Context: an optimization exercise on an open-source flow, tuned for small area. The choices shown serve that exercise and are no tape-out recipe. RTL that was checked went through simulation tests only; none was proved equivalent to the original. The RTL of runs 1 and 3 was laid out without a check of its function. The clock port is modelled as an ideal driver; clocking choices that lean on that would not hold on a real chip. No activity file was given, so power comes from the tool's default toggle rates.

<file path="flow/config.mk">
export PLATFORM = sky130hd
export DESIGN_NAME = warmup
export DESIGN_NICKNAME = warmup
export VERILOG_FILES = /design/flow/design.v
export SDC_FILE = /design/flow/constraint.sdc
export NUM_CORES = 4
export LEC_CHECK = 0
export CAP_MARGIN = 20
export CORE_MARGIN = 2
export CORE_UTILIZATION = 40
export SLEW_MARGIN = 20
</file>
<file path="flow/constraint.sdc">
create_clock -name core_clock -period 30.0 [get_ports {clk}]
set_input_delay 6.0000 -clock core_clock [delete_from_list [all_inputs] [get_ports {clk}]]
set_output_delay 6.0000 -clock core_clock [all_outputs]
set_load 0.01 [all_outputs]
</file>
<file path="flow/design.v">
module warmup(
	input        clk,
	input        rst,
	input        rx,
	output [7:0] result_data,
	output       overflow
);
	reg [2:0] t8;
	function [2:0] succ(input [2:0] v);
		succ = {v[1:0], v[2] ^ (v[0] | ~v[1])};
	endfunction
	wire [2:0] n8 = succ(t8);
	reg [1:0] t3;
	reg [2:0] t7;
	reg [4:0] t31;
	always @(posedge clk) begin
		t8  <= n8;
		t3  <= {t3[0], ~(t3[1] & t3[0])};
		t7  <= {t7[1:0], (t7[2] ^ t7[1]) | ~rst};
		t31 <= {t31[3:0], (t31[4] ^ t31[2]) | ~rst};
	end
	wire tick = (&t8) & (&t3) & (&t7) & (&t31);
	wire [2:0] p = t8;
	localparam [2:0] P0 = 3'd6, P7 = 3'd7;
	wire p0 = (p == P0);
	wire p7 = (p == P7);
	reg [1:0] idx;
	reg       busy;
	reg [2:0] j;
	reg       valid;
	reg [2:0] k;           
	reg [7:0] A, W, B;
	reg       dA, dB;      
	reg       c;           
	reg       dec;         
	wire      rxs = dec;
	reg       ov;          
	localparam K_OTHER = 3'd0, K_AND = 3'd2, K_OR = 3'd3,
	           K_ADD = 3'd4, K_SUB = 3'd5, K_MUL = 3'd6, K_DIV = 3'd7;
	wire is_add = (k == K_ADD);
	wire is_sub = (k == K_SUB);
	wire is_and = (k == K_AND);
	wire is_or  = (k == K_OR);
	wire is_mul = (k == K_MUL);
	wire is_div = (k == K_DIV);
	wire md     = is_mul | is_div;
	wire comp  = (idx == 2'd3);
	wire dtick = tick & busy & ~comp;
	wire stick = tick & ~busy & ~comp & ~rx;
	wire trial = comp & ~busy;
	wire write = comp & busy;
	wire jl    = (j == P7);
	wire first = trial & (j == P0);
	wire lastw = write & jl;
	wire [7:0] op = {rx, A[7:1]};
	reg  [2:0] kn;
	always @* begin
		case (op)
			8'h2B: kn = K_ADD;
			8'h2D: kn = K_SUB;
			8'h2A: kn = K_MUL;
			8'h2F: kn = K_DIV;
			8'h26: kn = K_AND;
			8'h7C: kn = K_OR;
			default: kn = K_OTHER;
		endcase
	end
	wire ins  = busy & ~comp & ((n8 == j) | (tick & jl));
	wire insv = tick ? rx : rxs;
	wire dec_e = dec | (is_div & trial);
	wire x     = md ? (p0 ? (is_div & A[7]) : dB) : A[0];
	wire y     = md ? (dec_e & (W[0] ^ is_div)) : (W[0] ^ is_sub);
	wire ci    = p0 ? (md ? (is_div & dec_e) : is_sub) : c;
	wire s     = x ^ y ^ ci;
	wire co    = (x & y) | (ci & (x | y));
	reg r;
	always @* begin
		if (is_add | is_sub) r = s;
		else if (is_and)     r = A[0] & W[0];
		else if (is_or)      r = A[0] | W[0];
		else                 r = 1'b0;
	end
	wire a_in = (ins & ~idx[1]) ? insv :
	            (write & md) ? (p0 ? (is_div & dec) : dA) : A[0];
	wire w_in = (ins & idx[1]) ? insv : W[0];
	wire b_in = ~comp ? 1'b0 :
	            ~md ? (first ? r : B[0]) :
	            ~busy ? B[0] :
	            (lastw & is_div) ? a_in : s;
	always @(posedge clk) begin
		if (!rst) begin
			idx   <= 2'd0;
			busy  <= 1'b0;
			j     <= P0;
			valid <= 1'b0;
		end else if (comp) begin
			if (p7) begin
				busy <= ~busy;
				if (busy) begin
					j <= succ(j);
					if (jl) begin
						idx   <= 2'd0;
						valid <= 1'b1;
					end
				end
			end
		end else if (stick) begin
			busy <= 1'b1;
		end else if (dtick) begin
			j <= succ(j);
			if (jl) begin
				busy <= 1'b0;
				idx  <= idx + 2'd1;
			end
		end
	end
	always @(posedge clk) begin
		A  <= {a_in, A[7:1]};
		W  <= {w_in, W[7:1]};
		dA <= A[0];
		dB <= B[0];
		c  <= co;
		if (dtick & (idx == 2'd0) & jl)
			k <= kn;
		if (comp | (idx[1] & busy))
			B <= {b_in, B[7:1]};
		if (tick)
			dec <= rx;
		else if (trial & is_div & p7)
			dec <= B[0] | co;
		else if (trial & is_mul & p0)
			dec <= A[7];
		if (stick & idx[1])
			ov <= 1'b0;
		else if (comp) begin
			if (is_div) begin
				if (trial)
					ov <= (p0 | ov) & ~W[0];
			end else if (is_mul) begin
				if (write & (p0 | p7))
					ov <= ov | (p0 ? dB : co);
			end else if (p7 & k[2])
				ov <= co ^ is_sub;
		end
	end
	assign result_data = B & {8{valid}};
	assign overflow    = ~(ov & valid);
endmodule
</file>
<file path="flow/flow/run.sh">
#!/bin/bash
# Standard layout with these changes: synthesis maps the logic with several
# ABC scripts and keeps the smallest result; port buffers use the smallest
# buffer; after placement a few clock buffers, each driving one strip of
# flip-flops, make the clock tree, so CTS has
# nothing left to build. Output goes to layout.log and clock_buffer.log
# (ORFS keeps each step's log under orfs/logs).
set -euo pipefail
here=$(pwd)
rm -rf "$here/scripts"
cp -r "$FLOW_HOME/scripts" "$here/scripts"
python3 - "$here/scripts/synth.tcl" <<'PY'
import sys
p = sys.argv[1]
s = open(p).read()
old = "  log_cmd abc {*}$abc_args\n"
assert s.count(old) == 1
s = s.replace(old, "  source $::env(FLOW_FLOW_DIR)/multi_abc.tcl\n")
open(p, "w").write(s)
PY
export SCRIPTS_DIR="$here/scripts"
export ADDER_MAP_FILE=
export FLOW_FLOW_DIR="$here/flow"
export BUFFER_PORTS_ARGS="-buffer_cell sky130_fd_sc_hd__buf_1"
export CTS_ARGS="-clk_nets clk -dont_use_dummy_load"
bash standard.sh synth floorplan place > layout.log 2>&1
export PLACE_ODB="$(ls -d "$here"/orfs/results/*/*/base)/3_place.odb"
export CLOCK_BUFFER_CELL="${CLOCK_BUFFER_CELL:-sky130_fd_sc_hd__clkbuf_8}"
export CLOCK_ROOT_CELL="${CLOCK_ROOT_CELL:-sky130_fd_sc_hd__clkbuf_2}"
export CLOCK_GROUPS="${CLOCK_GROUPS:-3}"
openroad -no_init -exit "$here/flow/clock_buffer.tcl" > clock_buffer.log 2>&1
bash standard.sh >> layout.log 2>&1
</file>
<file path="flow/flow/abc_amap.script">
strash
dch -f
amap
&get -n
&st
&dch -f
&nf -a
&put
</file>
<file path="flow/flow/abc_nfa2.script">
&get -n
&st
&dch -f
&nf -a
&st
&syn2
&dch -f
&nf -a
&st
&syn2
&dch -f
&nf -a
&put
</file>
<file path="flow/flow/abc_nfa3.script">
&get -n
&st
&dch -f
&nf -a -p
&st
&syn2
&dch -f
&nf -a -p
&st
&syn2
&dch -f
&nf -a -p
&st
&syn2
&dch -f
&nf -a -p
&put
</file>
<file path="flow/flow/abc_q2.script">
&get -n
&st
&synch2
&if -g -K 6
&synch2
&dch -f
&nf -a
&st
&synch2
&dch -f
&nf -a
&st
&syn2
&dch -f
&nf -a
&put
</file>
<file path="flow/flow/abc_q4.script">
&get -n
&st
&synch2
&if -g -K 6
&synch2
&dch -f
&nf -a -p
&st
&syn2
&dch -f
&nf -a -p
&st
&syn2
&dch -f
&nf -a -p
&put
</file>
<file path="flow/flow/abc_r1.script">
&get -n
&st
&synch2
&if -g -K 6
&synch2
&dch -f
&nf -a
&st
&syn2
&dch -f
&nf -a
&st
&syn2
&dch -f
&nf -a
&put
</file>
<file path="flow/flow/abc_r4.script">
&get -n
&st
&dch -f
&nf -a -R 1000
&st
&syn2
&dch -f
&nf -a -R 1000
&st
&syn2
&dch -f
&nf -a -R 1000
&put
</file>
<file path="flow/flow/abc_r5.script">
&get -n
&st
&dch -f
&nf -a
&st
&syn2
&dch -f
&nf -a
&st
&syn3
&dch -f
&nf -a
&st
&syn4
&dch -f
&nf -a
&put
</file>
<file path="flow/flow/abc_speed.script">
&get -n
&st
&dch
&nf
&st
&syn2
&if -g -K 6
&synch2
&nf
&st
&syn2
&if -g -K 6
&synch2
&nf
&st
&syn2
&if -g -K 6
&synch2
&nf
&st
&syn2
&if -g -K 6
&synch2
&nf
&st
&syn2
&if -g -K 6
&synch2
&nf
&put
buffer -c
topo
stime -c
upsize -c
dnsize -c
</file>
<file path="flow/flow/abc_w1.script">
&get -n
&st
&synch2
&if -g -K 6
&synch2
&dch -f
&nf -a -p -R 1000
&st
&syn2
&dch -f
&nf -a -p -R 1000
&st
&syn2
&dch -f
&nf -a -p -R 1000
&put
</file>
<file path="flow/flow/abc_w2.script">
&get -n
&st
&syn2
&if -g -K 6
&synch2
&if -g -K 6
&synch2
&dch -f
&nf -a -p
&st
&syn2
&dch -f
&nf -a -p
&put
</file>
<file path="flow/flow/abc_w4.script">
&get -n
&st
&synch2
&if -g -K 5
&synch2
&dch -f
&nf -a -p
&st
&syn2
&dch -f
&nf -a -p
&put
</file>
<file path="flow/flow/abc_w5.script">
&get -n
&st
&synch2
&if -g -K 6
&synch2
&dch
&nf -a -p
&st
&syn2
&dch
&nf -a -p
&st
&syn2
&dch
&nf -a -p
&put
</file>
<file path="flow/flow/abc_w6.script">
&get -n
&st
&synch2
&if -g -K 6
&synch2
&dch -f
&nf -a -p -F 20 -A 20
&st
&syn2
&dch -f
&nf -a -p -F 20 -A 20
&put
</file>
<file path="flow/flow/abc_w7.script">
&get -n
&st
&synch2
&if -g -K 6
&synch2
&dch -f
&nf -a -p
&st
&syn2
&dch -f
&nf -a -p
&st
&syn2
&dch -f
&nf -a -p
&st
&syn2
&dch -f
&nf -a -p
&put
</file>
<file path="flow/flow/abc_w8.script">
&get -n
&st
&dc2
&synch2
&if -g -K 6
&synch2
&dch -f
&nf -a -p
&st
&syn2
&dch -f
&nf -a -p
&put
</file>
<file path="flow/flow/clock_buffer.tcl">
# Split the flip-flops into CLOCK_GROUPS vertical strips of equal size and
# drive each strip's clock pins from one CLOCK_BUFFER_CELL placed at the
# strip's centroid. The clock port drives a single root buffer
# (CLOCK_ROOT_CELL) at the centroid of all sinks, which drives the strip
# buffers. Then legalize.
# Reads and writes the placed design given by PLACE_ODB.
read_db $::env(PLACE_ODB)
set block [ord::get_db_block]
set clknet [$block findNet clk]
set master [[ord::get_db] findMaster $::env(CLOCK_BUFFER_CELL)]
set groups $::env(CLOCK_GROUPS)
set sinks {}
foreach it [$clknet getITerms] {
  set bb [[$it getInst] getBBox]
  lappend sinks [list [expr { ([$bb xMin] + [$bb xMax]) / 2 }] [expr { ([$bb yMin] + [$bb yMax]) / 2 }] $it]
}
set sinks [lsort -integer -index 0 $sinks]
set n [llength $sinks]
set root [odb::dbInst_create $block [[ord::get_db] findMaster $::env(CLOCK_ROOT_CELL)] clkbuf_root]
set rootnet [odb::dbNet_create $block clk_root]
$rootnet setSigType CLOCK
set rx 0
set ry 0
foreach s $sinks {
  set rx [expr { $rx + [lindex $s 0] }]
  set ry [expr { $ry + [lindex $s 1] }]
}
[$root findITerm A] connect $clknet
[$root findITerm X] connect $rootnet
$root setLocation [expr { $rx / $n }] [expr { $ry / $n }]
$root setPlacementStatus PLACED
for { set g 0 } { $g < $groups } { incr g } {
  set lo [expr { $g * $n / $groups }]
  set hi [expr { ($g + 1) * $n / $groups - 1 }]
  set buf [odb::dbInst_create $block $master clkbuf_leaf_$g]
  set net [odb::dbNet_create $block clk_leaf_$g]
  $net setSigType CLOCK
  set sx 0
  set sy 0
  foreach s [lrange $sinks $lo $hi] {
    lassign $s x y it
    set sx [expr { $sx + $x }]
    set sy [expr { $sy + $y }]
    $it disconnect
    $it connect $net
  }
  set m [expr { $hi - $lo + 1 }]
  [$buf findITerm A] connect $rootnet
  [$buf findITerm X] connect $net
  $buf setLocation [expr { $sx / $m }] [expr { $sy / $m }]
  $buf setPlacementStatus PLACED
  puts "clock_buffer: clkbuf_leaf_$g drives $m clock pins"
}
detailed_placement
check_placement -verbose
write_db $::env(PLACE_ODB)
</file>
<file path="flow/flow/multi_abc.tcl">
# Sourced by synth.tcl in place of its single abc call: maps the design
# with each ABC script in flow/ and keeps the mapping with the least area.
design -save my_pre_abc
set best_area ""
set best_script ""
foreach scr [lsort [glob $::env(FLOW_FLOW_DIR)/abc_*.script]] {
  design -load my_pre_abc
  set args $abc_args
  lset args 1 $scr
  log_cmd abc {*}$args
  set st [tee -q -s result.string stat {*}$lib_args]
  if { [regexp {Chip area for module[^:]*: ([0-9.]+)} $st -> area] } {
    puts "multi_abc: $scr area $area"
    if { $best_area eq "" || $area < $best_area } {
      set best_area $area
      set best_script $scr
      design -save my_best_abc
    }
  }
}
puts "multi_abc: chose $best_script area $best_area"
design -load my_best_abc
</file>
<file path="flow/standard.sh">
#!/bin/bash
# synth_recipe.tcl (not shown) runs the flow's synth.tcl, then flattens the netlist and writes it again
# the make line also repeats each setting of config.mk as NAME=value (left out here)
make -C /OpenROAD-flow-scripts/flow DESIGN_CONFIG=/design/flow/config.mk WORK_HOME=/design/flow/orfs CLKGATE_MAP_FILE= SYNTH_SCRIPT=/design/flow/synth_recipe.tcl "${@:-finish}"
</file>
==> results of run 1 <==
power by group:
part | internal (uW) | total (uW) | switching (uW)
registers | 76.5 | 80.3 | 3.78
clock network | 9.99 | 29.2 | 19.2
logic | 4.86 | 10.3 | 5.39
per-stage QoR:
step                worst slack, ns  cells  total power, uW  hold WS, ns  instance area [um^2]
floorplan                     22.94    192            88.73       0.3096                  1951
global placement              22.68    270            91.34       0.3109                  2076
detailed placement            22.62    270            91.66       0.3138                  2076
CTS                           22.63    274            113.7       0.3138                  2122
global route                  22.71    274            126.2       0.3475                  2128
finish                        22.86    274            119.7       0.3375                  2128
layer usage:
metal / up-vias / global-route usage / wire length, um
met3: 4 / 0.01920 / 198
met4: 0 / 0.02222 / 37
li1: 722 / - / -
met2: 38 / 0.2252 / 1615
met5: - / 0 / 0
met1: 638 / 0.2050 / 1793
how the worst min path moves through the flow:
stage                      end  depth (start not counted)
final                     W[4]                          0
after global routing      W[1]                          0
after CTS                 W[4]                          0
after detailed placement  W[4]                          0
after global placement    W[4]                          0
after floorplan           W[0]                          0
cells by family after synthesis:
| group | Yosys count | share of synthesized area |
|---|---|---|
| AND/OR/NAND/NOR | 83 | 0.2130 |
| adder cells (fa/ha/maj) | 1 | 0.005132 |
| buffers and inverters | 4 | 0.007695 |
| flip-flops | 52 | 0.5953 |
| AO/OA/AOI/OAI | 43 | 0.1385 |
| XOR/XNOR | 9 | 0.04041 |
cells in the mapped netlist, types with 5 or more instances:
cell,instances
sky130_fd_sc_hd__edfxtp_1,12
sky130_fd_sc_hd__a21oi_1,11
sky130_fd_sc_hd__nand3_1,7
sky130_fd_sc_hd__and2_0,8
sky130_fd_sc_hd__nor2_1,22
sky130_fd_sc_hd__xnor2_1,7
sky130_fd_sc_hd__o21ai_0,11
sky130_fd_sc_hd__nand4_1,5
sky130_fd_sc_hd__nor2b_1,7
sky130_fd_sc_hd__dfxtp_1,40
sky130_fd_sc_hd__nand2_1,20
area by class of cell:
type | count | area share
flip-flops and latches | 52 | 0.5456
multi-input cells | 136 | 0.3668
well taps | 67 | 0.03939
plain buffers | 4 | 0.02175
repair buffers | 11 | 0.01940
inverters | 4 | 0.007055
flip-flops by register name (all words and copies together), names as in the netlist, 2 cells and up:
signal and flops:
k 3, j 3, B 8, t31 5
W 8, A 8, t8 3, t7 3
t3 2, idx 2
worst max-delay path: stages, from the launching register on:
cell and delay, ns:
sky130_fd_sc_hd__edfxtp_1 0.49, sky130_fd_sc_hd__and2_0 0.19, sky130_fd_sc_hd__buf_1 0.12
==> results by group, run 1 <==
Drt
  • Remaining antenna violation count after routing: 0
  • Vias per cell: 5.117
  • Wirelength per Cell: 13.30 um
  • Number of design-rule violations left by the first detailed-router iteration: 81
  • Total wirelength of the detailed-routed design: 3644 um
  • Routed vias: 1402
  • DRC violations left: 0
  • Pre-antenna DRT Iters: 4

Clock network
  • Clock slew at reported path FFs: 0.11 ns
  • Post-CTS Hold Buffers: 0
  • Worst-skew pair later-pin latency: 0.35 ns
  • Number of gates given a new drive strength after cts: 0
  • Post-CTS setup buffer count: 0

STA
  • Tmin final: 7.141 ns
  • Max Transition Viols Final: 0
  • Final total negative setup slack: 0 ns
  • Fraction of the cycle the final worst path needs: 0.2380
  • Max Clock Freq: 140.0 MHz
  • Worst-Margin Slew: 0.6851 ns
  • Final setup skew: 0.01104 ns
  • Slew HR: 0.5395
  • RSZ-0062 raised after global routing: false
  • Final-report setup violation count: 0
  • Final Hold Vio Count: 0

Placed design
  • Global placement routability congestion: 0.8551
  • Placed wire-length estimate: 2554 um
  • Quantity of I/O buffers inserted on ports: 11

Yosys
  • Most frequently used flop master after synthesis: sky130_fd_sc_hd__dfxtp_1
  • Area share of the leading cell type in the synthesized netlist: 0.4105
  • Mean post-synth cell area: 10.16 um^2
  • Cell accounting for the most synthesized area: sky130_fd_sc_hd__dfxtp_1
  • Cells after synthesis: 192
  • Mapped Area: 1951 um^2
  • Number of distinct library cell variants in the gate-level netlist after synthesis: 36
  • Synthesized Nets: 195
  • Flop and latch count out of synthesis: 52
  • Fraction of synthesis flops using an asynchronous set or reset pin: 0
  • Top area cells in the synthesized netlist: sky130_fd_sc_hd__dfxtp_1 (41%), sky130_fd_sc_hd__edfxtp_1 (18%), sky130_fd_sc_hd__nor2_1 (4.2%), sky130_fd_sc_hd__nand2_1 (3.8%), sky130_fd_sc_hd__xnor2_1 (3.1%)
  • Warning count from the yosys run: 1
  • Proportion of synthesized chip area in sequential cells: 0.5953
  • EDFF count, synth: 12

Global routing
  • Global-route congestion overflow total: 0
  • First-pass GRT wire length: 6182 um
  • Pin count of the biggest net entering global routing: 19
  • Number of antenna violations at the first check in global routing: 0
  • Vias in the first global route: 1291
  • Overall track demand over capacity in global routing: 0.1404

Die
  • Initial standard-cell utilization of the core: 0.4130
  • Die ar.: 5451 um^2
  • Ports: 12
  • Number of placement rows: 25
  • Die Span X: 73.83 um
  • Core box area: 4723 um^2
  • Die Span Y: 73.83 um

Finish
  • Layout cells sized above 1: 0.02415
  • Leading cell type in the layout, fill and taps excluded: sky130_fd_sc_hd__dfxtp_1
  • Commonest cells after routing, fill and taps aside: sky130_fd_sc_hd__dfxtp_1 (40), sky130_fd_sc_hd__nor2_1 (22), sky130_fd_sc_hd__nand2_1 (20), sky130_fd_sc_hd__edfxtp_1 (12)
  • Total area of multi-input combinational cells: 780.7 um^2
  • FF/Latch Area: 1161 um^2
  • End-of-flow core utilization: 0.4506
  • Final nets: 212
  • Fill count: 457
  • Area grow syn2layout: 9.108%
  • Diodes inserted: 0

Critical path
  • Maximum fanout along the worst path: 5
  • Endpoint kind of the worst setup timing path: output port
  • Worst Setup Path Type: reg -> out
  • R2R depth: 10
  • Worst setup path end: result_data[0]
  • Worst setup startpoint: B[0]
  • Reg-to-reg slack, setup: 27.21 ns
  • Endpoint of the most critical register-to-register path: B[7]
  • Worst endpoint required time: 24.00 ns
  • Arr. time, crit path: 1.14 ns
  • Reg2reg start: t8[0]
  • CP startpoint kind: register

Outcome
  • Run status: complete, no violations

Power
  • LEAKAGE: 0.0007377 uW
  • Power per Cell Area: 56.24 nW/um^2
  • Max VDD drop: 32.61 uV

Worst hold path
  • Min-delay src: W[5]
  • Type of the tightest min-delay check: reg -> reg

Flow run
  • Maxcap violations: 0
==> run 2, diff against run 1 <==
--- a/flow/design.v
+++ b/flow/design.v
@@ -130,18 +130,15 @@
 			dec <= B[0] | co;
 		else if (trial & is_mul & p0)
 			dec <= A[7];
-		if (stick & idx[1])
-			ov <= 1'b0;
-		else if (comp) begin
-			if (is_div) begin
-				if (trial)
-					ov <= (p0 | ov) & ~W[0];
-			end else if (is_mul) begin
-				if (write & (p0 | p7))
-					ov <= ov | (p0 ? dB : co);
-			end else if (p7 & k[2])
-				ov <= co ^ is_sub;
-		end
+		if (first) begin
+			if (is_div)
+				ov <= (p0 | ov) & ~W[0];
+			else if (is_mul)
+				ov <= 1'b0;
+			else if (p7)
+				ov <= (is_add | is_sub) & (co ^ is_sub);
+		end else if (write & is_mul & (p0 | p7))
+			ov <= ov | (p0 ? dB : co);
 	end
 	assign result_data = B & {8{valid}};
 	assign overflow    = ~(ov & valid);
==> run 2 against run 1 <==
  * Still clean on timing, DRC and antenna
  * Hold slack got worse by 0.0016 ns
  * Synthesized cell count decreased by 1.0%
  * Via count increased by 0.14%
  * Maximum frequency about the same
  * Design area about the same
  * Sequential power increased by 0.6%
  * First-iteration DRC count increased by 6.2%
  * Combinational power decreased by about 20%
  * Utilization about the same
  * Sequential share of layout area increased by 0.44 points
  * Global-route usage decreased by 0.065 points
  * Synthesized area increased by 0.38%
  * Highest routed layer unchanged
==> results by group, run 2 <==
Global routing
  • Number of antenna violations at the first check in global routing: 0 (unchanged)
  • Pin count of the biggest net entering global routing: 19 (unchanged)
  • Vias in the first global route: 1280 (-0.85%)
  • First-pass GRT wire length: 6196 um (+0.23%)
  • Overall track demand over capacity in global routing: 0.1398 (-0.0006457)
  • Global-route congestion overflow total: 0 (unchanged)

Die
  • Ports: 12 (unchanged)
  • Die Span Y: 73.97 um (+0.18%)
  • Initial standard-cell utilization of the core: 0.4146 (+0.001589)
  • Die Span X: 73.97 um (+0.18%)
  • Die ar.: 5471 um^2 (+0.37%)
  • Number of placement rows: 25 (unchanged)
  • Core box area: 4723 um^2 (unchanged)

Critical path
  • CP startpoint kind: register
  • Worst setup startpoint: valid
  • Critical Path, Cell by Cell: and2_0 -> buf_1
  • Worst Setup Path Type: reg -> out
  • Reg2reg start: t8[0]
  • Slowest stage delay, CP: 0.48 ns (about the same)
  • Worst endpoint required time: 24.00 ns (about the same)
  • Arr. time, crit path: 1.15 ns (about the same)
  • Maximum fanout along the worst path: 10 (+5)
  • Endpoint kind of the worst setup timing path: output port
  • Crit path max-delay cell type: sky130_fd_sc_hd__dfxtp_1

Yosys
  • Cell accounting for the most synthesized area: sky130_fd_sc_hd__dfxtp_1
  • Warning count from the yosys run: 1 (unchanged)
  • Top area cells in the synthesized netlist: sky130_fd_sc_hd__dfxtp_1 (40%), sky130_fd_sc_hd__edfxtp_1 (20%), sky130_fd_sc_hd__nand2_1 (5.0%), sky130_fd_sc_hd__o21ai_0 (3.6%), sky130_fd_sc_hd__and2_0 (2.9%)
  • Adder-Cell Fraction of Synth Area: 0 (-0.005131)
  • Dominant combinational cell family by area after synthesis: simple AND/OR/NAND/NOR gates
  • Fraction of synthesis flops using an asynchronous set or reset pin: 0 (unchanged)
  • Share of the synthesized area in compound gates (AO/OA/AOI/OAI): 0.1259 (-0.01267)
  • Share of synthesized cell area in and, or, nand and nor gates: 0.2070 (-0.005928)
  • Proportion of synthesized chip area in sequential cells: 0.5981 (+0.002830)
  • Top-count cell post-synth: sky130_fd_sc_hd__dfxtp_1
  • Flop and latch count out of synthesis: 52 (unchanged)
  • Number of distinct library cell variants in the gate-level netlist after synthesis: 36 (unchanged)
  • List of most frequent post-synthesis cells: sky130_fd_sc_hd__dfxtp_1 (39), sky130_fd_sc_hd__nand2_1 (26), sky130_fd_sc_hd__nor2_1 (14), sky130_fd_sc_hd__o21ai_0 (14), sky130_fd_sc_hd__edfxtp_1 (13)
  • Mapped Area: 1958 um^2 (+0.38%)
  • Area share of the leading cell type in the synthesized netlist: 0.3987 (-0.01180)
  • Most frequently used flop master after synthesis: sky130_fd_sc_hd__dfxtp_1
  • Synthesized Nets: 193 (-1.0%)
  • Cells after synthesis: 190 (-1.0%)
  • Mux contribution to synthesized area: 0.02556 (+0.02556)
  • Mean post-synth cell area: 10.31 um^2 (+1.4%)
  • EDFF count, synth: 13 (+1)
  • Post-synthesis xor/xnor area fraction: 0.03578 (-0.004628)

Finish
  • Diodes inserted: 0 (unchanged)
  • Commonest cells after routing, fill and taps aside: sky130_fd_sc_hd__dfxtp_1 (39), sky130_fd_sc_hd__nand2_1 (26), sky130_fd_sc_hd__nor2_1 (14), sky130_fd_sc_hd__o21ai_0 (14), sky130_fd_sc_hd__edfxtp_1 (13)
  • Leading cell type in the layout, fill and taps excluded: sky130_fd_sc_hd__dfxtp_1
  • Leading registers by flop count: A (8), B (8), W (8)
  • Area grow syn2layout: 8.754%
  • Final nets: 210 (-0.94%)
  • Total area of multi-input combinational cells: 772.0 um^2 (-1.1%)
  • FF/Latch Area: 1171 um^2 (+0.86%)
  • Fill count: 461 (+0.88%)
  • Layout cells sized above 1: 0.01951 (-0.004642)
  • Non-filler cells in the finished layout: 272 (-0.73%)

Drt
  • Wirelength per Cell: 13.31 um (about the same)
  • Pre-antenna DRT Iters: 4 (unchanged)
  • Routed vias: 1404 (+0.14%)
  • Number of design-rule violations left by the first detailed-router iteration: 86 (+6.2%)
  • Total wirelength of the detailed-routed design: 3619 um (-0.69%)
  • DRC violations left: 0 (unchanged)
  • Remaining antenna violation count after routing: 0 (unchanged)
  • Vias per cell: 5.162 (+0.88%)

Power
  • Power per Cell Area: 55.57 nW/um^2 (-1.2%)
  • LEAKAGE: 0.0007471 uW (+1.3%)
  • Internal power of the cells: 90.88 uW (-0.52%)
  • Register share of total power: 0.683 (+0.012)
  • Sw Share: 0.2321 (-0.004641)
  • Combinational cell fraction of total power: 0.069 (-0.017)
  • Max VDD drop: 24.27 uV (-26%)
  • Clock Power Share: 0.248 (+0.004)
  • Net Sw Power: 27.47 uW (-3.1%)

Clock network
  • Clock slew at reported path FFs: 0.10 ns (about the same)
  • Worst-skew pair later-pin latency: 0.35 ns (about the same)
  • Number of gates given a new drive strength after cts: 0 (unchanged)
  • Post-CTS setup buffer count: 0 (unchanged)
  • Post-CTS Hold Buffers: 0 (unchanged)

Placed design
  • Placed wire-length estimate: 2571 um (+0.68%)
  • Dpl cells: 268 (-0.74%)
  • Global placement routability congestion: 0.7911 (-7.5%)
  • Quantity of I/O buffers inserted on ports: 11 (unchanged)

STA
  • Slew HR: 0.5213 (-0.01816)
  • Max Clock Freq: 139.9 MHz (about the same)
  • Max Transition Viols Final: 0 (unchanged)
  • Worst-Margin Slew: 0.7115 ns (+0.02639 ns)
  • Tmin final: 7.147 ns (+0.005500 ns)
  • RSZ-0062 raised after global routing: false
  • Final setup skew: 0.007767 ns (-0.003269 ns)
  • Final Hold Vio Count: 0 (unchanged)
  • Fraction of the cycle the final worst path needs: 0.2382 (about the same)
  • Final-report setup violation count: 0 (unchanged)
  • Final total negative setup slack: 0 ns (unchanged)

Worst hold path
  • Min-delay src: W[1]
  • Type of the tightest min-delay check: reg -> reg

Outcome
  • Run status: complete, no violations

Flow run
  • Maxcap violations: 0 (unchanged)
-- run 2: cell count changes after synthesis, sizes merged, moves of 3 or more --
cell	change
nor2	-8
nand2	+6
mux2i	+5
nor2b	-5
or3	+4
o21ai	+3
-- run 2: per-stage QoR --
| stage | hold WS, ns | power [uW] | util | instance area (um^2) | setup slack [ns] |
|---|---|---|---|---|---|
| floorplan | 0.3096 | 87.86 | - | 1958 | 23.18 |
| global route | 0.3435 | 124.5 | 0.4509 | 2130 | 22.71 |
| global placement | 0.3108 | 90.20 | 0.4411 | 2083 | 22.94 |
| CTS | 0.3146 | 112.6 | 0.4509 | 2130 | 22.87 |
| finish | 0.3359 | 118.3 | 0.4509 | 2130 | 22.85 |
| detailed placement | 0.3143 | 90.50 | 0.4411 | 2083 | 22.88 |
-- run 2: path summary, 6_finish.rpt --
kind | end | slack [ns] | depth (start not counted)
setup reg to reg | B[7] | 27.32 | 7
setup / recovery | result_data[7] | 22.85 | 2
hold / removal | W[0] | 0.34 | 0
hold reg to reg | W[0] | 0.34 | 0
-- run 2: power by group through the flow --
stage	Sequential (uW)	Clock, uW	Combinational, uW
after floorplan	81.2	0	6.71
after global placement	82.0	0	8.16
after detailed placement	82.3	0	8.25
after CTS	82.4	21.9	8.29
after global routing	81.8	33.3	9.43
final	80.8	29.3	8.21
-- run 2: area by class of cell --
type                            count  share of cell area
Timing Repair Buffer               11             0.01939
Multi-Input combinational cell    134              0.3625
Sequential cell                    52              0.5499
Tap cell                           67             0.03937
Inverter                            4            0.007051
Buffer                              4             0.02174
-- run 2: cells by family (layout without fill, tap and decap cells) --
family	count (synthesis)	in the layout
DFF	52	52
AOI/OAI and AO/OA	40	40
muxes	5	5
xor gates and xnor gates	8	8
and+or+nand+nor	81	81
buffers and inverters	4	19
-- run 2: worst max-delay path, delay by kind of cell (launching register included) --
kind | cells | cell delay (ns)
simple gates | 1 | 0.17
buf+inv | 1 | 0.15
flops | 1 | 0.48
-- run 2: layer usage --
metal / vias to the layer above / GRT usage / wire [um]
met3: 2 / 0.01626 / 147
met1: 656 / 0.2066 / 1833
met2: 27 / 0.2302 / 1609
met4: 0 / 0.01414 / 29
li1: 719 / - / -
met5: - / 0 / 0
==> run 3, diff against run 2 <==
--- a/flow/design.v
+++ b/flow/design.v
@@ -44,7 +44,7 @@
 	wire is_mul = (k == K_MUL);
 	wire is_div = (k == K_DIV);
 	wire md     = is_mul | is_div;
-	wire comp  = (idx == 2'd3);
+	wire comp  = (idx == 2'b10);
 	wire dtick = tick & busy & ~comp;
 	wire stick = tick & ~busy & ~comp & ~rx;
 	wire trial = comp & ~busy;
@@ -110,7 +110,7 @@
 			j <= succ(j);
 			if (jl) begin
 				busy <= 1'b0;
-				idx  <= idx + 2'd1;
+				idx  <= {idx[0], ~idx[1]};
 			end
 		end
 	end
==> run 3 against run 2 <==
  * Still clean on timing, DRC and antenna
  * Utilization grew 0.18 points
  * Sequential power is essentially flat
  * Combinational power grew about 20%
  * Final cell count grew 1.1%
  * Critical endpoint is now result_data[6]
==> results by group, run 3 <==
Outcome
  • Run status: complete, no violations

STA
  • Final-report setup violation count: 0 (unchanged)
  • Max Clock Freq: 138.7 MHz (-0.87%)
  • Max Transition Viols Final: 0 (unchanged)
  • Final total negative setup slack: 0 ns (unchanged)
  • Slew HR: 0.3692 (-0.1521)
  • Tmin final: 7.210 ns (+0.06310 ns)
  • Final setup skew: 0.009975 ns (+0.002208 ns)
  • RSZ-0062 raised after global routing: false
  • Worst-Margin Slew: 0.9376 ns (+0.2261 ns)
  • Fraction of the cycle the final worst path needs: 0.2403 (+0.002103)
  • Final Hold Vio Count: 0 (unchanged)

Yosys
  • Cells after synthesis: 193 (+1.6%)
  • Area share of the leading cell type in the synthesized netlist: 0.3942 (-0.004534)
  • Cell accounting for the most synthesized area: sky130_fd_sc_hd__dfxtp_1
  • Number of distinct library cell variants in the gate-level netlist after synthesis: 35 (-2.8%)
  • Warning count from the yosys run: 1 (unchanged)
  • Mean post-synth cell area: 10.26 um^2 (-0.42%)
  • Fraction of synthesis flops using an asynchronous set or reset pin: 0 (unchanged)
  • EDFF count, synth: 13 (unchanged)
  • Mapped Area: 1981 um^2 (+1.2%)
  • Top area cells in the synthesized netlist: sky130_fd_sc_hd__dfxtp_1 (39%), sky130_fd_sc_hd__edfxtp_1 (20%), sky130_fd_sc_hd__nand2_1 (4.7%), sky130_fd_sc_hd__and2_0 (3.5%), sky130_fd_sc_hd__xnor2_1 (3.1%)
  • Flop and latch count out of synthesis: 52 (unchanged)
  • Synthesized Nets: 196 (+1.6%)
  • Top-count cell post-synth: sky130_fd_sc_hd__dfxtp_1
  • List of most frequent post-synthesis cells: sky130_fd_sc_hd__dfxtp_1 (39), sky130_fd_sc_hd__nand2_1 (25), sky130_fd_sc_hd__nor2_1 (14), sky130_fd_sc_hd__edfxtp_1 (13), sky130_fd_sc_hd__and2_0 (11)
  • Proportion of synthesized chip area in sequential cells: 0.5913 (-0.006801)
  • Most frequently used flop master after synthesis: sky130_fd_sc_hd__dfxtp_1

Finish
  • Leading registers by flop count: A (8), B (8), W (8)
  • Area grow syn2layout: 8.654% (about the same)
  • Leading cell type in the layout, fill and taps excluded: sky130_fd_sc_hd__dfxtp_1
  • Commonest cells after routing, fill and taps aside: sky130_fd_sc_hd__dfxtp_1 (39), sky130_fd_sc_hd__nand2_1 (25), sky130_fd_sc_hd__nor2_1 (14), sky130_fd_sc_hd__edfxtp_1 (13)
  • Layout cells sized above 1: 0.01923 (-0.0002814)
  • Diodes inserted: 0 (unchanged)
  • Non-filler cells in the finished layout: 275 (+1.1%)
  • Final nets: 213 (+1.4%)

Global routing
  • GR Util met2: 0.2114 (-0.01875)
  • Vias in the first global route: 1229 (-4.0%)
  • Number of antenna violations at the first check in global routing: 0 (unchanged)
  • Overall track demand over capacity in global routing: 0.1290 (-0.01077)
  • Pin count of the biggest net entering global routing: 19 (unchanged)
  • Met3 capacity usage during global routing: 0.01491 (-0.001355)
  • Top Usage Layer GRT: met2
  • Global routing met1 resource utilization: 0.1905 (-0.01609)
  • Global-route congestion overflow total: 0 (unchanged)
  • First-pass GRT wire length: 5830 um (-5.9%)

Placed design
  • Dpl cells: 271 (+1.1%)
  • Global placement routability congestion: 0.8220 (+3.9%)
  • Placed wire-length estimate: 2524 um (-1.8%)
  • Quantity of I/O buffers inserted on ports: 11 (unchanged)

Clock network
  • Post-CTS Hold Buffers: 0 (unchanged)
  • Number of gates given a new drive strength after cts: 0 (unchanged)
  • Post-CTS setup buffer count: 0 (unchanged)
  • Worst-skew pair later-pin latency: 0.37 ns (+0.02 ns)
  • Clock slew at reported path FFs: 0.10 ns (about the same)

Critical path
  • Maximum fanout along the worst path: 10 (unchanged)
  • Arr. time, crit path: 1.21 ns (+0.06 ns)
  • CP startpoint kind: register
  • Endpoint kind of the worst setup timing path: output port
  • Worst endpoint required time: 24.00 ns (about the same)
  • R2R depth: 6 (-1)
  • Worst Setup Path Type: reg -> out

Worst hold path
  • Type of the tightest min-delay check: reg -> reg
  • Hold depth: 0 (unchanged)

Drt
  • Vias per cell: 5.076 (-1.7%)
  • Total wirelength of the detailed-routed design: 3404 um (-5.9%)
  • Remaining antenna violation count after routing: 0 (unchanged)
  • Number of design-rule violations left by the first detailed-router iteration: 79 (-8.1%)
  • Routed vias: 1396 (-0.57%)
  • Pre-antenna DRT Iters: 4 (unchanged)
  • Wirelength per Cell: 12.38 um (-7.0%)
  • DRC violations left: 0 (unchanged)

Die
  • Ports: 12 (unchanged)
  • Die Span X: 74.37 um (+0.54%)
  • Number of placement rows: 25 (unchanged)
  • Core box area: 4755 um^2 (+0.66%)
  • Die ar.: 5530 um^2 (+1.1%)
  • Die Span Y: 74.37 um (+0.54%)
  • Initial standard-cell utilization of the core: 0.4166 (+0.002009)

Flow run
  • Maxcap violations: 0 (unchanged)

Power
  • Max VDD drop: 32.78 uV (+35%)
  • Power per Cell Area: 55.48 nW/um^2 (-0.16%)
  • LEAKAGE: 0.0007307 uW (-2.2%)
  • Total Power Consumption: 119.4 uW (+0.89%)
==> run 3: worst paths after layout <==
| path | slack (ns) | end | startpoint |
|---|---|---|---|
| setup / recovery | 22.79 | result_data[6] | valid |
| hold / removal | 0.34 | W[5] | W[6] |
| setup reg to reg | 27.10 | B[7] | t8[0] |
| hold reg to reg | 0.34 | W[5] | W[6] |
==> run 3: routing by layer <==
layer	up-vias	wire length (um)
met5	-	0
met4	0	24
met3	2	187
met2	29	1484
met1	634	1708
li1	731	-
==> run 3: report_power, final <==
part           switching, uW  total (uW)  internal [uW]
Sequential              4.23        80.9           76.7
Combinational           4.94        9.82           4.88
Clock                   18.8        28.7           9.93
==> run 3: stage by stage <==
step / util / instance area (um^2) / worst slack (ns) / hold slack, ns
6_report: 0.4526 / 2152 / 22.79 / 0.3351
5_1_grt: 0.4526 / 2152 / 22.69 / 0.3481
4_1_cts: 0.4526 / 2152 / 22.78 / 0.3132
3_5_place_dp: 0.4429 / 2106 / 22.79 / 0.3132
3_3_place_gp: 0.4429 / 2106 / 22.83 / 0.3105
2_1_floorplan: - / 1981 / 23.04 / 0.3096
==> run 3: kinds of logic after synthesis <==
logic type	share of synthesized area
compound gates	0.1219
fa+ha+maj	0.01011
mux	0.01516
flops	0.5913
xor+xnor	0.03980
buf+inv	0.005685
simple gates	0.2160
==> run 3: area by class of cell <==
class | count | area, um^2
buffer | 4 | 46.29
tap | 67 | 83.83
timing repair buffer | 11 | 41.29
multi-input combinational | 138 | 798.3
sequential | 52 | 1171
fill | 478 | 2603
inverter | 3 | 11.26
==> run 3: worst max-delay path: stages, from the launching register on <==
cell and delay (ns):
sky130_fd_sc_hd__dfxtp_1 0.49, sky130_fd_sc_hd__and2_0 0.19, sky130_fd_sc_hd__buf_1 0.16
==> run 4, diff against run 3 <==
--- a/flow/design.v
+++ b/flow/design.v
@@ -29,8 +29,9 @@
 	reg [2:0] j;
 	reg       valid;
 	reg [2:0] k;           
-	reg [7:0] A, W, B;
-	reg       dA, dB;      
+	reg [7:0] A, R;        
+	reg [7:0] W;           
+	reg       dA, dR;      
 	reg       c;           
 	reg       dec;         
 	wire      rxs = dec;
@@ -44,7 +45,7 @@
 	wire is_mul = (k == K_MUL);
 	wire is_div = (k == K_DIV);
 	wire md     = is_mul | is_div;
-	wire comp  = (idx == 2'b10);
+	wire comp  = (idx == 2'd3);
 	wire dtick = tick & busy & ~comp;
 	wire stick = tick & ~busy & ~comp & ~rx;
 	wire trial = comp & ~busy;
@@ -65,10 +66,10 @@
 			default: kn = K_OTHER;
 		endcase
 	end
-	wire ins  = busy & ~comp & ((n8 == j) | (tick & jl));
+	wire ins  = busy & ~idx[1] & ((n8 == j) | (tick & jl));
 	wire insv = tick ? rx : rxs;
 	wire dec_e = dec | (is_div & trial);
-	wire x     = md ? (p0 ? (is_div & A[7]) : dB) : A[0];
+	wire x     = md ? (p0 ? (is_div & A[7]) : dR) : A[0];
 	wire y     = md ? (dec_e & (W[0] ^ is_div)) : (W[0] ^ is_sub);
 	wire ci    = p0 ? (md ? (is_div & dec_e) : is_sub) : c;
 	wire s     = x ^ y ^ ci;
@@ -80,13 +81,13 @@
 		else if (is_or)      r = A[0] | W[0];
 		else                 r = 1'b0;
 	end
-	wire a_in = (ins & ~idx[1]) ? insv :
+	wire a_in = ins ? insv :
 	            (write & md) ? (p0 ? (is_div & dec) : dA) : A[0];
-	wire w_in = (ins & idx[1]) ? insv : W[0];
-	wire b_in = ~comp ? 1'b0 :
-	            ~md ? (first ? r : B[0]) :
-	            ~busy ? B[0] :
-	            (lastw & is_div) ? a_in : s;
+	wire w_in = ~comp ? rx :
+	            ~lastw ? W[0] :
+	            ~md ? r :
+	            is_div ? a_in : s;
+	wire r_in = comp & ((write & md) ? s : R[0]);
 	always @(posedge clk) begin
 		if (!rst) begin
 			idx   <= 2'd0;
@@ -110,24 +111,24 @@
 			j <= succ(j);
 			if (jl) begin
 				busy <= 1'b0;
-				idx  <= {idx[0], ~idx[1]};
+				idx  <= idx + 2'd1;
 			end
 		end
 	end
 	always @(posedge clk) begin
 		A  <= {a_in, A[7:1]};
-		W  <= {w_in, W[7:1]};
+		R  <= {r_in, R[7:1]};
 		dA <= A[0];
-		dB <= B[0];
+		dR <= R[0];
 		c  <= co;
 		if (dtick & (idx == 2'd0) & jl)
 			k <= kn;
-		if (comp | (idx[1] & busy))
-			B <= {b_in, B[7:1]};
+		if (comp | (dtick & idx[1]))
+			W <= {w_in, W[7:1]};
 		if (tick)
 			dec <= rx;
 		else if (trial & is_div & p7)
-			dec <= B[0] | co;
+			dec <= R[0] | co;
 		else if (trial & is_mul & p0)
 			dec <= A[7];
 		if (first) begin
@@ -138,8 +139,8 @@
 			else if (p7)
 				ov <= (is_add | is_sub) & (co ^ is_sub);
 		end else if (write & is_mul & (p0 | p7))
-			ov <= ov | (p0 ? dB : co);
+			ov <= ov | (p0 ? dR : co);
 	end
-	assign result_data = B & {8{valid}};
+	assign result_data = W & {8{valid}};
 	assign overflow    = ~(ov & valid);
 endmodule
==> run 4 against run 3 <==
  * Critical path type unchanged
  * Still clean on timing, DRC and antenna
  * Largest cell class unchanged
  * Critical path depth unchanged
  * Via count down 2.6%
  * Sequential cell count unchanged
  * Clock power up 3%
  * Critical endpoint is now result_data[0]
  * Design area down 2.4%
==> results by group, run 4 <==
Placed design
  • Quantity of I/O buffers inserted on ports: 11 (unchanged)
  • Global placement routability congestion: 0.8170 (-0.61%)
  • Placed wire-length estimate: 2433 um (-3.6%)
  • Dpl cells: 255 (-5.9%)

Power
  • Power per Cell Area: 56.01 nW/um^2 (+0.94%)
  • Max VDD drop: 29.18 uV (-11%)
  • LEAKAGE: 0.0007148 uW (-2.2%)

Critical path
  • Slowest stage delay, CP: 0.50 ns (about the same)
  • Critical Path, Cell by Cell: and2_0 -> buf_1
  • Crit path max-delay cell type: sky130_fd_sc_hd__edfxtp_1
  • Arr. time, crit path: 1.16 ns (-0.05 ns)
  • Reg2reg start: t8[1]
  • CP startpoint kind: register
  • Endpoint kind of the worst setup timing path: output port
  • Reg-to-reg slack, setup: 27.44 ns (+0.34 ns)
  • Worst setup startpoint: W[0]
  • Worst Setup Path Type: reg -> out
  • Worst endpoint required time: 24.00 ns (about the same)
  • Maximum fanout along the worst path: 6 (-4)
  • Endpoint of the most critical register-to-register path: W[7]
  • Buf/Inv on CP: 1 (unchanged)
  • Cell family with most CP delay: flip-flops
  • R2R depth: 9 (+3)

Clock network
  • Clock slew at reported path FFs: 0.10 ns (about the same)
  • Worst-skew pair later-pin latency: 0.35 ns (-0.02 ns)
  • Post-CTS Hold Buffers: 0 (unchanged)
  • Number of gates given a new drive strength after cts: 0 (unchanged)
  • Post-CTS setup buffer count: 0 (unchanged)

STA
  • RSZ-0062 raised after global routing: false
  • Final total negative setup slack: 0 ns (unchanged)
  • Max Transition Viols Final: 0 (unchanged)
  • Final-report setup violation count: 0 (unchanged)
  • Fraction of the cycle the final worst path needs: 0.2386 (-0.001743)
  • Max Clock Freq: 139.7 MHz (+0.73%)
  • Final Hold Vio Count: 0 (unchanged)
  • Worst-Margin Slew: 0.6405 ns (-0.2971 ns)
  • Tmin final: 7.157 ns (-0.05230 ns)
  • Final setup skew: 0.009916 ns (-0.00005837 ns)
  • Slew HR: 0.5691 (+0.1999)

Yosys
  • Proportion of synthesized chip area in sequential cells: 0.6047 (+0.01337)
  • Flop and latch count out of synthesis: 52 (unchanged)
  • Most frequently used flop master after synthesis: sky130_fd_sc_hd__dfxtp_1
  • Number of distinct library cell variants in the gate-level netlist after synthesis: 35 (unchanged)
  • Fraction of synthesis flops using an asynchronous set or reset pin: 0 (unchanged)
  • Mapped Area: 1937 um^2 (-2.2%)
  • Top-count cell post-synth: sky130_fd_sc_hd__dfxtp_1
  • Mean post-synth cell area: 10.25 um^2 (-0.14%)
  • Area share of the leading cell type in the synthesized netlist: 0.4031 (+0.008913)
  • Top area cells in the synthesized netlist: sky130_fd_sc_hd__dfxtp_1 (40%), sky130_fd_sc_hd__edfxtp_1 (20%), sky130_fd_sc_hd__nand2_1 (6.0%), sky130_fd_sc_hd__nor2_1 (3.5%), sky130_fd_sc_hd__and2_0 (2.9%)
  • EDFF count, synth: 13 (unchanged)
  • List of most frequent post-synthesis cells: sky130_fd_sc_hd__dfxtp_1 (39), sky130_fd_sc_hd__nand2_1 (31), sky130_fd_sc_hd__nor2_1 (18), sky130_fd_sc_hd__edfxtp_1 (13), sky130_fd_sc_hd__a21oi_1 (10)
  • Cells after synthesis: 189 (-2.1%)
  • Synthesized Nets: 192 (-2.0%)
  • Warning count from the yosys run: 1 (unchanged)
  • Cell accounting for the most synthesized area: sky130_fd_sc_hd__dfxtp_1

Global routing
  • Number of antenna violations at the first check in global routing: 0 (unchanged)
  • First-pass GRT wire length: 5789 um (-0.70%)
  • Vias in the first global route: 1207 (-1.8%)
  • Pin count of the biggest net entering global routing: 19 (unchanged)
  • Global routing met1 resource utilization: 0.2000 (+0.009524)
  • GR Util met2: 0.2063 (-0.005057)
  • Top Usage Layer GRT: met2
  • Met3 capacity usage during global routing: 0.01509 (+0.0001840)
  • Overall track demand over capacity in global routing: 0.1311 (+0.002109)
  • Global-route congestion overflow total: 0 (unchanged)

Die
  • Initial standard-cell utilization of the core: 0.4128 (-0.003779)
  • Die Span Y: 73.59 um (-1.0%)
  • Number of placement rows: 25 (unchanged)
  • Ports: 12 (unchanged)
  • Die ar.: 5415 um^2 (-2.1%)
  • Die Span X: 73.59 um (-1.0%)
  • Core box area: 4692 um^2 (-1.3%)

Worst hold path
  • Type of the tightest min-delay check: reg -> reg
  • Hold depth: 0 (unchanged)
  • Hold Path Sink: R[0]
  • Min-delay src: R[1]

Drt
  • Total wirelength of the detailed-routed design: 3420 um (+0.47%)
  • Number of design-rule violations left by the first detailed-router iteration: 69 (-13%)
  • DRC violations left: 0 (unchanged)
  • Routed vias: 1360 (-2.6%)
  • Remaining antenna violation count after routing: 0 (unchanged)
  • Wirelength per Cell: 13.20 um (+6.7%)
  • Vias per cell: 5.251 (+3.4%)
  • Pre-antenna DRT Iters: 4 (unchanged)

Outcome
  • Run status: complete, no violations

Finish
  • Fill count: 468 (-2.1%)
  • Area grow syn2layout: 8.398%
  • Final nets: 210 (-1.4%)
  • Commonest cells after routing, fill and taps aside: sky130_fd_sc_hd__dfxtp_1 (39), sky130_fd_sc_hd__nand2_1 (31), sky130_fd_sc_hd__nor2_1 (18), sky130_fd_sc_hd__edfxtp_1 (13), sky130_fd_sc_hd__buf_1 (11)
  • Non-filler cells in the finished layout: 259 (-5.8%)
  • Layout cells sized above 1: 0.02439 (+0.005159)
  • End-of-flow core utilization: 0.4475 (-0.005165)
  • Diodes inserted: 0 (unchanged)
  • Leading cell type in the layout, fill and taps excluded: sky130_fd_sc_hd__dfxtp_1
  • Leading registers by flop count: A (8), R (8), W (8)

Flow run
  • Maxcap violations: 0 (unchanged)
==> run 4: worst max-delay path by stage <==
| stage | to | slack (ns) | depth (start not counted) |
|---|---|---|---|
| after global routing | result_data[0] | 22.74 | 2 |
| after detailed placement | k[1] | 22.88 | 4 |
| after floorplan | k[1] | 23.18 | 3 |
| final | result_data[0] | 22.84 | 2 |
| after global placement | k[1] | 22.96 | 4 |
| after CTS | k[1] | 22.87 | 4 |
==> run 4: kinds of logic after synthesis <==
kind of cell	after synthesis	share of synthesized area
AO/OA/AOI/OAI	39	0.1299
XOR/XNOR	8	0.03618
buffers and inverters	2	0.003877
flip-flops	52	0.6046
multiplexers	2	0.01034
AND/OR/NAND/NOR	86	0.2151
==> run 4: worst reg2reg max path, delay by kind of cell (launching register included) <==
kind | cells | cell delay, ns
AND/OR/NAND/NOR | 4 | 0.95
AO/OA/AOI/OAI | 4 | 0.72
flip-flops | 1 | 0.44
buffers and inverters | 1 | 0.21
==> run 4: metrics by stage <==
stage               instance area, um^2  total power [uW]  setup WS, ns  hold slack (ns)
finish                             2100             117.6         22.84           0.3384
global route                       2100             122.7         22.74           0.3469
CTS                                2100             111.8         22.87           0.3143
detailed placement                 2053             89.69         22.88           0.3146
global placement                   2053             89.61         22.96           0.3114
floorplan                          1937             86.94         23.18           0.3096
==> run 4: area by class of cell <==
| cell class | instances | area [um^2] | share of cell area |
|---|---|---|---|
| Sequential cell | 52 | 1171 | 0.5578 |
| Multi-Input combinational cell | 135 | 758.2 | 0.3611 |
| Tap cell | 54 | 67.56 | 0.03218 |
| Timing Repair Buffer | 12 | 48.80 | 0.02324 |
| Buffer | 4 | 46.29 | 0.02205 |
| Inverter | 2 | 7.507 | 0.003576 |
==> run 4: layer usage <==
| metal | wire [um] | vias up |
|---|---|---|
| met5 | 0 | - |
| met4 | 29 | 0 |
| met3 | 127 | 2 |
| met2 | 1498 | 21 |
| met1 | 1764 | 620 |
| li1 | - | 717 |
==> run 4: power by group <==
part	internal [uW]	total (uW)	leakage (uW)	switching [uW]
logic	4.15	7.76	0.000246	3.61
clock network	10.0	29.5	0.0000257	19.5
registers	76.8	80.3	0.000443	3.55
==> run 5, diff against run 4 <==
--- a/flow/flow/run.sh
+++ b/flow/flow/run.sh
@@ -19,7 +19,6 @@
 open(p, "w").write(s)
 PY
 export SCRIPTS_DIR="$here/scripts"
-export ADDER_MAP_FILE=
 export FLOW_FLOW_DIR="$here/flow"
 export BUFFER_PORTS_ARGS="-buffer_cell sky130_fd_sc_hd__buf_1"
 export CTS_ARGS="-clk_nets clk -dont_use_dummy_load"
removed: flow/flow/abc_w1.script
removed: flow/flow/abc_w2.script
removed: flow/flow/abc_w4.script
removed: flow/flow/abc_w5.script
removed: flow/flow/abc_w6.script
removed: flow/flow/abc_w7.script
removed: flow/flow/abc_w8.script
==> run 5 against run 4 <==
  * Synthesized area rose by 1.4%
  * Clock skew up 0.0044 ns
  * Final cell count is 2.3% higher
  * Via count fell by 0.44%
  * Largest cell class unchanged
  * Worst setup slack worse by 0.015 ns
  * Critical path depth unchanged
==> results by group, run 5 <==
Outcome
  • Run status: complete, no violations

Clock network
  • Post-CTS Hold Buffers: 0 (unchanged)
  • Post-CTS setup buffer count: 0 (unchanged)
  • Clock slew at reported path FFs: 0.11 ns (about the same)
  • Number of gates given a new drive strength after cts: 0 (unchanged)
  • Worst-skew pair later-pin latency: 0.35 ns (about the same)

Global routing
  • Global-route congestion overflow total: 0 (unchanged)
  • Pin count of the biggest net entering global routing: 19 (unchanged)
  • Number of antenna violations at the first check in global routing: 0 (unchanged)
  • Overall track demand over capacity in global routing: 0.1365 (+0.005423)
  • First-pass GRT wire length: 6120 um (+5.7%)
  • Vias in the first global route: 1329 (+10%)

Placed design
  • Placed wire-length estimate: 2566 um (+5.5%)
  • Worst-case setup slack after placement: 22.98 ns (+0.09510 ns)
  • Global placement routability congestion: 0.8121 (-0.60%)
  • Quantity of I/O buffers inserted on ports: 11 (unchanged)

Drt
  • DRC violations left: 0 (unchanged)
  • Number of design-rule violations left by the first detailed-router iteration: 174 (+150%)
  • Pre-antenna DRT Iters: 4 (unchanged)
  • Vias per cell: 5.109 (-2.7%)
  • Total wirelength of the detailed-routed design: 3492 um (+2.1%)
  • Routed vias: 1354 (-0.44%)
  • Remaining antenna violation count after routing: 0 (unchanged)
  • Wirelength per Cell: 13.18 um (-0.21%)

STA
  • Tmin final: 7.172 ns (+0.01490 ns)
  • RSZ-0062 raised after global routing: false
  • Final setup margin: 22.83 ns (-0.01490 ns)
  • Final setup skew: 0.01436 ns (+0.004439 ns)
  • Final Hold Vio Count: 0 (unchanged)
  • Final-report setup violation count: 0 (unchanged)
  • Final total negative setup slack: 0 ns (unchanged)
  • Max Transition Viols Final: 0 (unchanged)
  • Worst-Margin Slew: 0.5048 ns (-0.1357 ns)
  • Max Clock Freq: 139.4 MHz (-0.21%)
  • Slew HR: 0.6587 (+0.08966)
  • Fraction of the cycle the final worst path needs: 0.2391 (+0.0004967)

Critical path
  • Maximum fanout along the worst path: 10 (+4)
  • Arr. time, crit path: 1.17 ns (about the same)
  • Reg-to-reg slack, setup: 27.24 ns (-0.20 ns)
  • Endpoint kind of the worst setup timing path: output port
  • CP startpoint kind: register
  • Worst endpoint required time: 24.00 ns (about the same)
  • Worst Setup Path Type: reg -> out

Finish
  • Leading registers by flop count: A (8), R (8), W (8)
  • Diodes inserted: 0 (unchanged)
  • Leading cell type in the layout, fill and taps excluded: sky130_fd_sc_hd__dfxtp_1
  • Commonest cells after routing, fill and taps aside: sky130_fd_sc_hd__dfxtp_1 (39), sky130_fd_sc_hd__nand2_1 (22), sky130_fd_sc_hd__edfxtp_1 (13)
  • Fill count: 449 (-4.1%)
  • Layout cells sized above 1: 0.02525 (+0.0008623)
  • Final nets: 208 (-0.95%)
  • Area grow syn2layout: 9.109%

Die
  • Initial standard-cell utilization of the core: 0.4159 (+0.003094)
  • Ports: 12 (unchanged)
  • Die Span X: 74.08 um (+0.67%)
  • Number of placement rows: 25 (unchanged)
  • Die Span Y: 74.08 um (+0.67%)
  • Die ar.: 5488 um^2 (+1.4%)
  • Core box area: 4723 um^2 (+0.67%)

Yosys
  • Top-count cell post-synth: sky130_fd_sc_hd__dfxtp_1
  • EDFF count, synth: 13 (unchanged)
  • Proportion of synthesized chip area in sequential cells: 0.5962 (-0.008473)
  • Top area cells in the synthesized netlist: sky130_fd_sc_hd__dfxtp_1 (40%), sky130_fd_sc_hd__edfxtp_1 (20%), sky130_fd_sc_hd__nand2_1 (4.2%), sky130_fd_sc_hd__and2_0 (3.5%), sky130_fd_sc_hd__nor2b_1 (2.9%)
  • Most frequently used flop master after synthesis: sky130_fd_sc_hd__dfxtp_1
  • Mapped Area: 1964 um^2 (+1.4%)
  • Cells after synthesis: 182 (-3.7%)
  • List of most frequent post-synthesis cells: sky130_fd_sc_hd__dfxtp_1 (39), sky130_fd_sc_hd__nand2_1 (22), sky130_fd_sc_hd__edfxtp_1 (13), sky130_fd_sc_hd__and2_0 (11), sky130_fd_sc_hd__nor2_1 (11)
  • Fraction of synthesis flops using an asynchronous set or reset pin: 0 (unchanged)
  • Cell accounting for the most synthesized area: sky130_fd_sc_hd__dfxtp_1
  • Area share of the leading cell type in the synthesized netlist: 0.3975 (-0.005649)
  • Flop and latch count out of synthesis: 52 (unchanged)
  • Number of distinct library cell variants in the gate-level netlist after synthesis: 37 (+5.7%)
  • Mean post-synth cell area: 10.79 um^2 (+5.3%)
  • Synthesized Nets: 190 (-1.0%)
  • Warning count from the yosys run: 1 (unchanged)

Power
  • Register share of total power: 0.683 (about the same)
  • Sw Share: 0.2258 (-0.001020)
  • Total Power Consumption: 117.5 uW (-0.11%)
  • Combinational cell fraction of total power: 0.072 (+0.006)
  • Clock Power Share: 0.245 (-0.006)
  • Max VDD drop: 34.84 uV (+19%)
  • LEAKAGE: 0.0007793 uW (+9.0%)
  • Net Sw Power: 26.52 uW (-0.56%)
  • Internal power of the cells: 90.93 uW (about the same)
  • Power per Cell Area: 54.80 nW/um^2 (-2.2%)

Worst hold path
  • Type of the tightest min-delay check: reg -> reg

Flow run
  • Maxcap violations: 0 (unchanged)
-- run 5: cell types whose count changed after synthesis, moves of 3 or more --
cell / before / now
sky130_fd_sc_hd__nor2b_1: 3 / 9
sky130_fd_sc_hd__nand2_1: 31 / 22
sky130_fd_sc_hd__nor2_1: 18 / 11
sky130_fd_sc_hd__clkinv_1: 2 / 5
sky130_fd_sc_hd__a21boi_0: 3 / 0
sky130_fd_sc_hd__a31oi_1: 5 / 2
sky130_fd_sc_hd__ha_1: 0 / 4
sky130_fd_sc_hd__nor4_1: 4 / 1
sky130_fd_sc_hd__o41ai_1: 3 / 0
-- run 5: cell families (layout without fill, tap and decap cells) --
logic type      count (synthesis)  after routing  synth area share
flops                          52             52            0.5962
fa+ha+maj                       5              5           0.03567
mux                             3              3           0.01529
simple gates                   77             77            0.2025
buf+inv                         5             21          0.009555
compound gates                 33             33            0.1096
xor+xnor                        7              7           0.03121
-- run 5: final timing paths --
| kind | startpoint | endpoint | cells past startpoint |
|---|---|---|---|
| max | valid | result_data[7] | 2 |
| min | R[1] | R[0] | 0 |
| min reg2reg | R[1] | R[0] | 0 |
| max reg2reg | idx[1] | W[7] | 9 |
-- run 5: per-stage QoR --
| stage | utilization | instance area (um^2) | hold WS [ns] | cells |
|---|---|---|---|---|
| finish | 0.4538 | 2143 | 0.3288 | 265 |
| CTS | 0.4538 | 2143 | 0.3143 | 265 |
| detailed placement | 0.4440 | 2097 | 0.3121 | 261 |
| global placement | 0.4440 | 2097 | 0.3112 | 261 |
| global route | 0.4538 | 2143 | 0.3505 | 265 |
| floorplan | - | 1964 | 0.3096 | 182 |
-- run 5: cell type report --
| cell class | count | area, um^2 | area share |
|---|---|---|---|
| sequential | 52 | 1171 | 0.5464 |
| multi-input combinational | 125 | 774.5 | 0.3614 |
| tap | 67 | 83.83 | 0.03911 |
| timing repair buffer | 12 | 48.80 | 0.02277 |
| buffer | 4 | 46.29 | 0.02160 |
| inverter | 5 | 18.77 | 0.008757 |
-- run 5: power by group through the flow --
stage | clock, uW | combinational (uW) | sequential (uW)
detailed placement | 0 | 8.43 | 81.8
floorplan | 0 | 6.25 | 80.8
global placement | 0 | 8.18 | 81.4
finish | 28.7 | 8.46 | 80.3
global route | 32.7 | 9.73 | 81.0
CTS | 21.9 | 8.52 | 82.0
-- run 5: critical path, stage by stage (launching register included) --
cell	delay (ns)
sky130_fd_sc_hd__dfxtp_1	0.49
sky130_fd_sc_hd__and2_0	0.17
sky130_fd_sc_hd__buf_1	0.15
-- run 5: per-layer routing --
layer	up-vias	global-route usage	share of wire
li1	684	-	-
met1	633	0.1962	0.48
met2	33	0.2331	0.46
met3	4	0.01355	0.052
met4	0	0.01212	0.0089
met5	-	0	0

-- afterwards: timing with drivers on the ports --
Ports are ideal in the flow. The routed layouts listed here were re-timed in OpenROAD.
Step 1 assumes that a clkbuf_16 drives the clock port and a buf_2 every other input.
Step 2 adds t to the input delays and takes it off the output delays; t is the mean of the earliest and latest rising clock arrival at the registers after step 1. Input paths then give back, and output paths get back, about the clock's delay inside the block.
a / b / c = no drivers / after step 1 / after step 2; a / b = the first two.
run | shift t [ns] | setup WS [ns] | hold slack, ns
run 1 | 0.370 | 22.859 / 22.834 / 22.622 | 0.337 / 0.337 / 0.337
run 2 | 0.373 | 22.853 / 22.829 / 22.850 | 0.336 / 0.336 / 0.336
run 3 | 0.390 | 22.790 / 22.767 / 22.782 | 0.335 / 0.335 / 0.335
run 4 | 0.371 | 22.842 / 22.817 / 22.863 | 0.338 / 0.338 / 0.338
run 5 | 0.369 | 22.828 / 22.805 / 22.950 | 0.329 / 0.329 / 0.329
After both steps every run listed still meets setup and hold. For run 1, which loses most, drivers alone change the setup slack by -0.025 ns; drivers and shift together by -0.237 ns.
